This design comes from an exercise in tuning for small area, a short achievable clock period and few clock cycles on the open sky130 flow, not from production work.
Function not checked in this run: the RTL went through the layout flow alone.
Power is estimated from default activity; no workload was simulated.

==> design.v <==
module fft_csa26 (input [25:0] a, input [25:0] b, input [25:0] c,
                  output [25:0] s, output [25:0] y);
    wire [25:0] m = (a & b) | (a & c) | (b & c);
    assign s = a ^ b ^ c;
    assign y = {m[24:0], 1'b0};
endmodule
module fft_odd_tree (input [15:0] yu, input nu, input [15:0] yv, input nv,
                     output [25:0] s, output [25:0] c);
    wire [15:0] fp = {~yu[15], yu[14:0]};
    wire [15:0] fn = { yu[15], ~yu[14:0]};
    wire [15:0] gp = {~yv[15], yv[14:0]};
    wire [15:0] gn = { yv[15], ~yv[14:0]};
    wire [25:0] t0 = {fp, 10'b0};           
    wire [25:0] t1 = {4'b0, fn, 6'b0};      
    wire [25:0] t2 = {6'b0, fn, 4'b0};      
    wire [25:0] t3 = {9'b0, fp, 1'b0};      
    wire [25:0] t4 = {1'b0, gp, 9'b0};      
    wire [25:0] t5 = {3'b0, gn, 7'b0};      
    wire [25:0] t6 = {7'b0, gp, 3'b0};      
    wire [25:0] k  = nu ? (nv ? 26'h093060a : 26'h0930482)
                        : (nv ? 26'h0930258 : 26'h09300d0);
    wire [25:0] s1, y1, s2, y2, s3, y3, s4, y4, s5, y5;
    fft_csa26 c1 (t0, t1, t2, s1, y1);
    fft_csa26 c2 (t3, t4, t5, s2, y2);
    fft_csa26 c3 (s1, y1, s2, s3, y3);
    fft_csa26 c4 (y2, t6, k,  s4, y4);
    fft_csa26 c5 (s3, y3, s4, s5, y5);
    fft_csa26 c6 (s5, y5, y4, s, c);
endmodule
module fft_p724 #(parameter [25:0] K = 26'h0) (input [15:0] x, output [25:0] s, output [25:0] c);
    wire [15:0] f = {~x[15], x[14:0]};
    wire [25:0] t0 = {1'b0, f, 9'b0};
    wire [25:0] t1 = {3'b0, f, 7'b0};
    wire [25:0] t2 = {4'b0, f, 6'b0};
    wire [25:0] t3 = {6'b0, f, 4'b0};
    wire [25:0] t4 = {8'b0, f, 2'b0};
    wire [25:0] s1, y1, s2, y2, s3, y3;
    fft_csa26 c1 (t0, t1, t2, s1, y1);
    fft_csa26 c2 (t3, t4, K,  s2, y2);
    fft_csa26 c3 (s1, y1, s2, s3, y3);
    fft_csa26 c4 (s3, y3, y2, s, c);
endmodule
module fft_t724 (input [15:0] xr, input [15:0] xi,
                 output [25:0] xs, output [25:0] xc, output [25:0] ys, output [25:0] yc,
                 output [25:0] zs, output [25:0] zc);
    wire [25:0] pas, pac, pbs, pbc;
    fft_p724 #(26'h295fffe) pa (xr, pas, pac);
    fft_p724 #(26'h2960000) pb (xi, pbs, pbc);
    wire [25:0] u1, v1, u2, v2, u3, v3, u4, v4, u5, v5, u6, v6;
    fft_csa26 c1 (pbs, pbc, pas, u1, v1);
    fft_csa26 c2 (u1, {v1[25:1], 1'b1}, pac, u2, v2);
    assign xs = u2;
    assign xc = {v2[25:1], 1'b1};
    fft_csa26 c3 (pbs, pbc, ~pas, u3, v3);
    fft_csa26 c4 (u3, v3, ~pac, u4, v4);
    assign ys = u4;
    assign yc = v4;
    fft_csa26 c5 (~pbs, ~pbc, ~pas, u5, v5);
    fft_csa26 c6 (u5, {v5[25:1], 1'b1}, ~pac, u6, v6);
    assign zs = u6;
    assign zc = {v6[25:1], 1'b1};
endmodule
module FFT16_RTL (
    input             clk,
    input             reset,
    input             load_en,
    input      [31:0] serial_data_in,
    output reg [31:0] serial_data_out,
    output reg        data_out_valid,
    output reg        fft_done,
    output reg        fft_core_en
);
    reg [31:0] xr;
    reg        xv;                        
    reg [3:0]  idx;                       
    reg        g8, g12, xlast;            
    always @(posedge clk) begin
        xr    <= serial_data_in;
        g8    <= idx[3];
        g12   <= idx[3] & idx[2];
        xlast <= (idx == 4'd15);
        if (reset) begin
            xv  <= 1'b0;
            idx <= 4'd0;
        end else begin
            xv <= load_en;
            if (load_en) idx <= idx + 4'd1;
        end
    end
    reg [31:0] Alo0, Alo1, Alo2, Alo3;    
    reg [31:0] Ahi0, Ahi1, Ahi2, Ahi3;    
    reg [31:0] B0, B1, B2, B3;            
    reg [31:0] Bd0, Bd1, Bd2, Bd3;        
    reg [31:0] Bt;                        
    wire [15:0] xre = xr[31:16], xim = xr[15:0];
    wire [15:0] lre = Alo0[31:16], lim = Alo0[15:0];
    wire [15:0] hre = Ahi0[31:16], him = Ahi0[15:0];
    wire [15:0] s3r = xre + (g8 ? lre : 16'd0) + (g12 ? hre : 16'd0);
    wire [15:0] s3i = xim + (g8 ? lim : 16'd0) + (g12 ? him : 16'd0);
    wire [31:0] sum3 = {s3r, s3i};
    wire [31:0] lsel = xv ? Alo1 : Alo0;
    wire [31:0] d1 = {lsel[31:16] - serial_data_in[31:16], lsel[15:0] - serial_data_in[15:0]};
    wire [15:0] sa = hre ^ ~lre ^ ~xre;
    wire [15:0] ma = (hre & ~lre) | (hre & ~xre) | (~lre & ~xre);
    wire [15:0] sb = him ^ ~lim ^ ~xim;
    wire [15:0] mb = (him & ~lim) | (him & ~xim) | (~lim & ~xim);
    wire [31:0] d2a = {sa - ~{ma[14:0], 1'b1}, sb - ~{mb[14:0], 1'b1}};
    reg       run;
    reg [4:0] pc;
    always @(posedge clk) begin
        if (reset) begin
            run <= 1'b0;
            pc  <= 5'd0;
        end else if (xv & xlast) begin
            run <= 1'b1;
            pc  <= 5'd1;
        end else if (run) begin
            pc <= pc + 5'd1;
            if (pc == 5'd20) run <= 1'b0;
        end
    end
    reg        e2v;
    reg        e2last;                    
    wire [15:0] bre = B0[31:16], bim = B0[15:0];
    wire [15:0] tre = Bt[31:16], tim = Bt[15:0];
    wire [31:0] e2sum = {bre + tre, bim + tim};
    wire [31:0] e2dif = {bre - tre, bim - tim};
    reg [31:0] Min;                      
    reg [31:0] MinB;                     
    reg        Mv;
    reg        f_a, f_b, f_w, f_p, f_pj;   
    reg        f_sw;                       
    reg        f_na1, f_na2, f_nb1, f_nb2, f_w2, f_w6;
    reg [6:0]  Mdst;    
    reg [2:0]  k;
    reg [31:0] msrc;
    reg [6:0]  mdst;
    wire ld_s1 = load_en & idx[3];
    wire ld_a3 = xv & xlast;
    wire ld_a1 = run & (pc == 5'd1);
    wire ld_b3 = e2v & e2last;
    wire ld_b1 = run & (pc == 5'd3);
    always @(*) begin
        if (ld_s1) begin
            msrc = d1; k = idx[2:0];
            mdst = idx[2] ? 7'b000_0010 : 7'b000_0001;
        end else if (ld_a3) begin
            msrc = d2a; k = 3'd6; mdst = 7'b000_0100;
        end else if (ld_a1) begin
            msrc = Alo1; k = 3'd2; mdst = 7'b000_1000;
        end else if (ld_b3) begin
            msrc = e2dif; k = 3'd6; mdst = 7'b001_0000;
        end else begin
            msrc = Bd1; k = 3'd2; mdst = 7'b010_0000;
        end
    end
    always @(posedge clk) begin
        if (reset) Mv <= 1'b0;
        else Mv <= ld_s1 | ld_a3 | ld_a1 | ld_b3 | ld_b1;
        Min   <= {msrc[31:16] ^ {16{k[0] & (k != 3'd1)}}, msrc[15:0] ^ {16{k == 3'd5}}};
        MinB  <= {msrc[15:0] ^ {16{k == 3'd7}}, msrc[31:16] ^ {16{k[0] & (k != 3'd3)}}};
        Mdst  <= mdst;
        f_a   <= k[0];
        f_w   <= (k == 3'd2) | (k == 3'd6);
        f_p   <= (k == 3'd0);
        f_pj  <= (k == 3'd4);
        f_sw  <= (k == 3'd3) | (k == 3'd5);
        f_na1 <= (k != 3'd1);
        f_na2 <= (k == 3'd5);
        f_nb1 <= (k == 3'd7);
        f_nb2 <= (k != 3'd3);
        f_w6  <= (k == 3'd6);
        f_w2  <= (k == 3'd2);
    end
    wire [15:0] mr = Min[31:16], mi = Min[15:0];
    wire [25:0] oas, oac, obs, obc;
    fft_odd_tree ota (.yu(mr), .nu(f_na1), .yv(mi), .nv(f_na2), .s(oas), .c(oac));
    fft_odd_tree otb (.yu(MinB[31:16]), .nu(f_nb1), .yv(MinB[15:0]), .nv(f_nb2), .s(obs), .c(obc));
    wire [25:0] wxs, wxc, wys, wyc, wzs, wzc;
    fft_t724 wt (.xr(mr), .xi(mi), .xs(wxs), .xc(wxc), .ys(wys), .yc(wyc), .zs(wzs), .zc(wzc));
    wire sa_r = f_a & ~f_sw, sb_r = f_a & f_sw;
    wire [25:0] csr = ({26{sa_r}} & oas) | ({26{sb_r}} & obs) | ({26{f_w2}} & wxs) | ({26{f_w6}} & wys) |
                      ({26{f_p}} & {mr, 10'b0}) | ({26{f_pj}} & {mi, 10'b0});
    wire [25:0] ccr = ({26{sa_r}} & oac) | ({26{sb_r}} & obc) | ({26{f_w2}} & wxc) | ({26{f_w6}} & wyc);
    wire [25:0] csi = ({26{sb_r}} & oas) | ({26{sa_r}} & obs) | ({26{f_w2}} & wys) | ({26{f_w6}} & wzs) |
                      ({26{f_p}} & {mi, 10'b0}) | ({26{f_pj}} & {~mr, 10'b0});
    wire [25:0] cci = ({26{sb_r}} & oac) | ({26{sa_r}} & obc) | ({26{f_w2}} & wyc) | ({26{f_w6}} & wzc) |
                      ({26{f_pj}} & 26'h400);
    reg [25:0] Sr, Cr, Si, Ci;
    reg [6:0]  Tdst;
    always @(posedge clk) begin
        Sr <= csr; Cr <= ccr;
        Si <= csi; Ci <= cci;
        Tdst <= (reset | ~Mv) ? 7'd0 : Mdst;
    end
    wire [25:0] rr = Sr + Cr;
    wire [25:0] ri = Si + Ci;
    wire [31:0] mres = {rr[25:10], ri[25:10]};
    reg [1:0] e2c;
    always @(posedge clk) begin
        if (reset) begin
            e2v <= 1'b0;
            e2c <= 2'd0;
        end else begin
            e2v <= Tdst[1];
            if (e2v) e2c <= e2c + 2'd1;
        end
        e2last <= Tdst[1] & (e2c == 2'd3 - {1'b0, e2v});
    end
    always @(posedge clk) begin
        if (xv) begin
            Ahi0 <= Ahi1; Ahi1 <= Ahi2; Ahi2 <= Ahi3; Ahi3 <= sum3;
            Alo0 <= Alo1; Alo1 <= Alo2; Alo2 <= Alo3; Alo3 <= g12 ? d2a : Ahi0;
        end else begin
            if (Tdst[3]) Alo1 <= mres;
            if (Tdst[2]) Alo3 <= mres;
        end
        Bt <= mres;
        if (Tdst[0] | e2v) begin
            B0 <= B1; B1 <= B2; B2 <= B3; B3 <= Tdst[0] ? mres : e2sum;
        end
        if (e2v & e2c == 2'd0) Bd0 <= e2dif;
        if (Tdst[5] | (e2v & e2c == 2'd1)) Bd1 <= Tdst[5] ? mres : e2dif;
        if (e2v & e2c == 2'd2) Bd2 <= e2dif;
        if (Tdst[4]) Bd3 <= mres;
    end
    reg        oact;                      
    reg [3:0]  ok;                        
    reg [3:0]  orow;                      
    reg        rj;                        
    reg        xsel, ngr, ngq_r, ngs_r, ngq_i, ngs_i, ngr_i, k2r, kia, kib, kic, olast_n;
    wire [3:0] okn = oact ? ok + 4'd1 : 4'd0;
    wire [1:0] mdn = okn[3:2];            
    wire       rjn = okn[1];
    wire [1:0] nim = {1'b0, mdn[0] ^ rjn} + {1'b0, mdn[0] ^ mdn[1]} + {1'b0, mdn[1]};
    always @(posedge clk) begin
        if (reset) oact <= 1'b0;
        else if (run & pc == 5'd2) oact <= 1'b1;
        else if (ok == 4'd15) oact <= 1'b0;
        ok      <= okn;
        orow    <= 4'b0001 << okn[1:0];
        rj      <= rjn;
        xsel    <= mdn[0];
        ngr     <= mdn[0];
        ngr_i   <= mdn[0] ^ rjn;
        ngq_r   <= mdn[1];
        ngs_r   <= mdn[0] ^ mdn[1];
        ngq_i   <= mdn[0] ^ mdn[1];
        ngs_i   <= mdn[1];
        k2r     <= mdn[0] | mdn[1];
        kia     <= nim != 2'd0;
        kib     <= nim[1];
        kic     <= nim == 2'd3;
        olast_n <= (okn == 4'd15);
    end
    wire [31:0] P = ({32{orow[0]}} & Ahi0) | ({32{orow[1]}} & B0) |
                    ({32{orow[2]}} & Alo0) | ({32{orow[3]}} & Bd0);
    wire [31:0] Q = ({32{orow[0]}} & Ahi1) | ({32{orow[1]}} & B1) |
                    ({32{orow[2]}} & Alo1) | ({32{orow[3]}} & Bd1);
    wire [31:0] R = ({32{orow[0]}} & Ahi2) | ({32{orow[1]}} & B2) |
                    ({32{orow[2]}} & Alo2) | ({32{orow[3]}} & Bd2);
    wire [31:0] S = ({32{orow[0]}} & Ahi3) | ({32{orow[1]}} & B3) |
                    ({32{orow[2]}} & Alo3) | ({32{orow[3]}} & Bd3);
    wire [15:0] ar_ = P[31:16];
    wire [15:0] br_ = (rj ? R[15:0] : R[31:16]) ^ {16{ngr}};
    wire [15:0] cr_ = (xsel ? Q[15:0] : Q[31:16]) ^ {16{ngq_r}};
    wire [15:0] dr_ = (xsel ? S[15:0] : S[31:16]) ^ {16{ngs_r}};
    wire [15:0] ai_ = P[15:0];
    wire [15:0] bi_ = (rj ? R[31:16] : R[15:0]) ^ {16{ngr_i}};
    wire [15:0] ci_ = (xsel ? Q[31:16] : Q[15:0]) ^ {16{ngq_i}};
    wire [15:0] di_ = (xsel ? S[31:16] : S[15:0]) ^ {16{ngs_i}};
    wire [15:0] s1r = ar_ ^ br_ ^ cr_;
    wire [15:0] m1r = (ar_ & br_) | (ar_ & cr_) | (br_ & cr_);
    wire [15:0] c1r = {m1r[14:0], k2r};
    wire [15:0] s1i = ai_ ^ bi_ ^ ci_;
    wire [15:0] m1i = (ai_ & bi_) | (ai_ & ci_) | (bi_ & ci_);
    wire [15:0] c1i = {m1i[14:0], kia};
    wire [15:0] m2r = (s1r & c1r) | (s1r & dr_) | (c1r & dr_);
    wire [15:0] m2i = (s1i & c1i) | (s1i & di_) | (c1i & di_);
    wire [15:0] s2r = s1r ^ c1r ^ dr_;
    wire [15:0] c2r = {m2r[14:0], k2r};
    wire [15:0] s2i = s1i ^ c1i ^ di_;
    wire [15:0] c2i = {m2i[14:0], kib};
    reg [15:0] OSr, OCr, OSi, OCi;
    reg        ov1, olast, ocin;
    always @(posedge clk) begin
        OSr <= s2r; OCr <= c2r; OSi <= s2i; OCi <= c2i;
        ocin  <= kic;
        olast <= oact & olast_n;
        ov1   <= reset ? 1'b0 : oact;
    end
    always @(posedge clk) begin
        serial_data_out <= {OSr + OCr, OSi + OCi + {15'd0, ocin}};
        if (reset) begin
            data_out_valid <= 1'b0;
            fft_done       <= 1'b0;
            fft_core_en    <= 1'b0;
        end else begin
            data_out_valid <= ov1;
            fft_done       <= ov1 & olast;
            if (load_en && idx == 4'd15) fft_core_en <= 1'b1;
            else if (ov1 & olast)        fft_core_en <= 1'b0;
        end
    end
endmodule
==> flow/run.sh <==
#!/bin/bash
set -euo pipefail
bash standard.sh SETUP_SLACK_MARGIN=6.5 finish > standard.log 2>&1
==> standard.sh <==
#!/bin/bash
# synth_recipe.tcl (not shown) runs the flow's synth.tcl, then flattens the netlist and writes it again
# the make line also repeats each setting of config.mk as NAME=value (left out here)
make -C /OpenROAD-flow-scripts/flow DESIGN_CONFIG=/design/flow/config.mk WORK_HOME=/design/flow/orfs CLKGATE_MAP_FILE= SYNTH_SCRIPT=/design/flow/synth_recipe.tcl "${@:-finish}"
==> config.mk <==
export PLATFORM = sky130hd
export DESIGN_NAME = FFT16_RTL
export DESIGN_NICKNAME = FFT16_RTL
export VERILOG_FILES = /design/flow/design.v
export SDC_FILE = /design/flow/constraint.sdc
export NUM_CORES = 8
export LEC_CHECK = 0
export CAP_MARGIN = 20
export CORE_MARGIN = 2
export CORE_UTILIZATION = 60
export CTS_BUF_LIST = sky130_fd_sc_hd__clkbuf_8
export CTS_CLUSTER_DIAMETER = 50
export CTS_CLUSTER_SIZE = 20
export SETUP_SLACK_MARGIN = 5
export SLEW_MARGIN = 30
==> constraint.sdc <==
create_clock -name core_clock -period 10.0 [get_ports {clk}]
set_input_delay 2.0000 -clock core_clock [delete_from_list [all_inputs] [get_ports {clk}]]
set_output_delay 2.0000 -clock core_clock [all_outputs]
set_load 0.01 [all_outputs]
==> metrics.yaml <==
mostFrequentLayoutCells: "inv_1 (625), edfxtp_1 (480), nand2_1 (430), fa_1 (394), dfxtp_1 (371)"
rows: 113
die_y_um: 314.1
antenna_found_initial: 4
synth.area.top_cells: "edfxtp_1 (25%), fa_1 (15%), dfxtp_1 (15%)"
whs_endpoint: "OCi[0]"
cts_tree: "done"
p_sw_uw: 4998
synth-xor-area-share_pct: 5.661
finalWirelength_mm: 185.4
cts.sinks: 898
slew_viol_final: 0
intPower_uw: 7764
routedWlPerCell_um: 26.46
syn2layout_area_growth_pct: 15.34
dp_hpwl_mm: 132.6
final_common_cell: "inv_1"
start_kind: "primary input"
worstPathArrival_ns: 4.76
worstMarginPinSlew_ns: 1.033
power_density_mw_per_mm2: 191.8
seqPwrFrac_pct: 37.3
grtUsageTotal_pct: 37.00
hold_class: "flip-flop to flip-flop"
synthAdderAreaFrac_pct: 24.03
synth_top_flop_cell: "edfxtp_1"
r2r-start: "Ahi0[1]"
grt_max_degree: 91
netlist.area_leader.share_pct: 24.98
cp_common_cell: "a21o_1"
clock-skew-final_ns: 0.06059
async_flop_share_pct: 0
viasPerCell: 6.142
power.total_uw: 12760
ys_types: 80
pin_count: 70
cts_buffer_depth: 3
use_met2_pct: 56.91
start_util_pct: 60.64
leakage_uw: 0.02730
firstDrtPassIters: 18
dr_total_vias: 43050
crit_buf_inv: 3
drc: 0
pwr-share-comb_pct: 40.1
grt.busiest_layer: "met2"
muxShareOfSynthArea_pct: 3.235
rrSetupSlack_ns: 6.10
synthesis.area_mm2: 0.05770
swShare_pct: 39.16
relSlewSlack_pct: 30.64
vdd_ir_drop_max_mv: 0.1417
fin_tns_setup_ns: 0
ctsRootBufferMaster: "clkbuf_8"
worstSetupPathType: "primary input to flip-flop"
use_met1_pct: 51.49
synth_seq_cells: 898
grt.overflow.total: 0
drive_gt1_share_pct: 17.77
multi_input_comb_area_mm2: 0.03388
fp.dieW_um: 314.1
synth_top_family_by_area: "adder cells"
outcome: "finished clean"
numCtsBuffers: 104
path_cells: "buf_8 -> ha_4 -> inv_2 -> fa_2 -> a21o_1 -> a21o_1 -> a21oi_4 -> o21ai_4 -> a311oi_2 -> nor3b_2 -> o41ai_2 -> xnor2_1 -> a222oi_1 -> buf_4 -> mux2i_1"
ys_seq_area_share_pct: 39.48
regArea_mm2: 0.02293
synth_simple_gate_area_share_pct: 8.433
place_congestion: 0.9458
clockPowerShare_pct: 22.6
core_area_mm2: 0.09515
period_minus_slack_ns: 4.076
io_buffers: 69
whs_ns: 0.3349
max_stage_delay_ns: 0.35
hold_start: "kib"
reg2reg_depth: 18
grt_first_pass_wirelength_mm: 267.7
yosys_warnings: 1
rsz0062_at_grt: "yes"
syn_area_per_cell_um2: 10.64
setup_violations: 0
synth_fp_nets: 6301
layout.nets: 6527
die_area_mm2: 0.09867
ant_nets: 0
grt_use_met3_pct: 9.137
hold_depth: 0
syn_inst: 5425
grt_pass1_vias: 42014
htree_levels: 3
cp_top_family: "compound AO/OA/AOI/OAI gates"
crit-reg2reg-capture: "Alo3[15]"
cp_data_required_time_ns: 10.69
clock_latency_ns: 0.79
finalHoldViolCount: 0
crit_slowest_cell: "o41ai_2"
maxCapViolCount: 0
clock.fmax_ghz: 0.2453
path_clk_slew_ns: 0.09
end_kind: "flip-flop"
n_fill_cell: 7120
cp_max_fo: 3
synth_top_area_cell: "edfxtp_1"
drtIter0Drc: 5416
period_share_pct: 40.76
synth_compound_area_share_pct: 13.30
synth-edff-count: 480
final_util_pct: 69.95
==> cells by family after synthesis <==
family	after synthesis
XOR/XNOR	373
multiplexers	177
buffers and inverters	900
flip-flops	898
AO/OA/AOI/OAI	1162
adder cells (fa/ha/maj)	842
AND/OR/NAND/NOR	1073
==> cell usage after synthesis (all sizes together) (49+ instances only) <==
cell      n
inv     667
edfxtp  480
fa      444
nand2   444
dfxtp   418
ha      397
o21ai   302
xnor2   283
a22oi   257
nor2    219
a21oi   210
clkbuf  178
nand3   129
mux2i   101
xor2     90
and2     78
mux2     76
a21o     57
o221ai   57
buf      52
nor3     49
==> per-stage QoR <==
stage          cells  area (um2)  setup WS (ns)
6_report        7009       66560          5.924
5_1_grt         7007       66550          5.841
4_1_cts         6925       64770          6.062
3_5_place_dp    6585       59710          4.334
3_3_place_gp    6585       59680          4.341
2_1_floorplan   5425       57830          5.194
==> area by class of cell <==
class / instances / area share [%]
multi-input cells: 3627 / 50.90
flip-flops and latches: 898 / 34.46
repair buffers: 350 / 4.884
inverters: 670 / 3.833
well taps: 1265 / 2.378
clock buffers: 110 / 2.275
clock inverters: 86 / 1.258
diodes: 3 / 0.01128
==> worst max-delay path by stage <==
stage,startpoint,to,depth (start not counted)
floorplan,xv,Min[14],17
global placement,serial_data_in[16],MinB[14],14
detailed placement,serial_data_in[16],Min[30],14
CTS,serial_data_in[0],MinB[30],15
global route,serial_data_in[0],Min[14],15
finish,serial_data_in[0],MinB[30],15
==> worst reg2reg max path, delay by kind of cell, from the launching register on <==
kind                       cells  cell delay [ns]
AOI/OAI and AO/OA              7             1.03
muxes                          1             0.25
adders and majority gates      3             1.07
buffers and inverters          5             0.57
xor gates and xnor gates       1             0.14
and+or+nand+nor                1             0.15
DFF                            1             0.43
==> power groups by stage <==
stage,clock (uW),sequential [uW],combinational (uW)
after CTS,2900,4740,4660
final,2880,4760,5120
after global placement,0,4830,4140
after global routing,3050,4780,5460
after detailed placement,0,4840,4220
after floorplan,0,4740,2770
==> layer usage <==
metal	vias up	part of all wire, %
met5	-	0
met3	374	11
met1	21226	40
met4	0	3.8
met2	2319	45
li1	19131	-
==> what timing repair did <==
action	in CTS	in global routing
buffers inserted	140	79
resized for setup	435	231
pin swaps	140	202
endpoints found under the setup margin	324	160
hold buffers	0	0
gates cloned	4	2

==> port drivers added, routing unchanged <==
In the flow no input, the clock included, has a driving cell. The finished layout below was timed again as built, in two steps. Step 1 (the two cells are an assumption about what drives the block):
set clk [get_ports {clk}]
set_driving_cell -lib_cell sky130_fd_sc_hd__clkbuf_16 $clk
set_driving_cell -lib_cell sky130_fd_sc_hd__buf_2 [delete_from_list [all_inputs] $clk]
Step 2 also shifts input and output timing later by t, the mid clock arrival at the registers, as if the neighbouring blocks saw the same clock. a / b / c = ideal / step 1 / step 2; a / b = the first two.
shift t [ns]: 0.829
setup WS [ns]: 5.924 / 5.944 / 5.115
hold slack, ns: 0.335 / 0.335 / 0.335
worst setup path at the end: input to register
worst data-port slew with drivers (ns): 0.06
After both steps setup and hold are still met in this run. For this run, drivers alone change the setup slack by +0.020 ns; drivers and shift together by -0.809 ns.
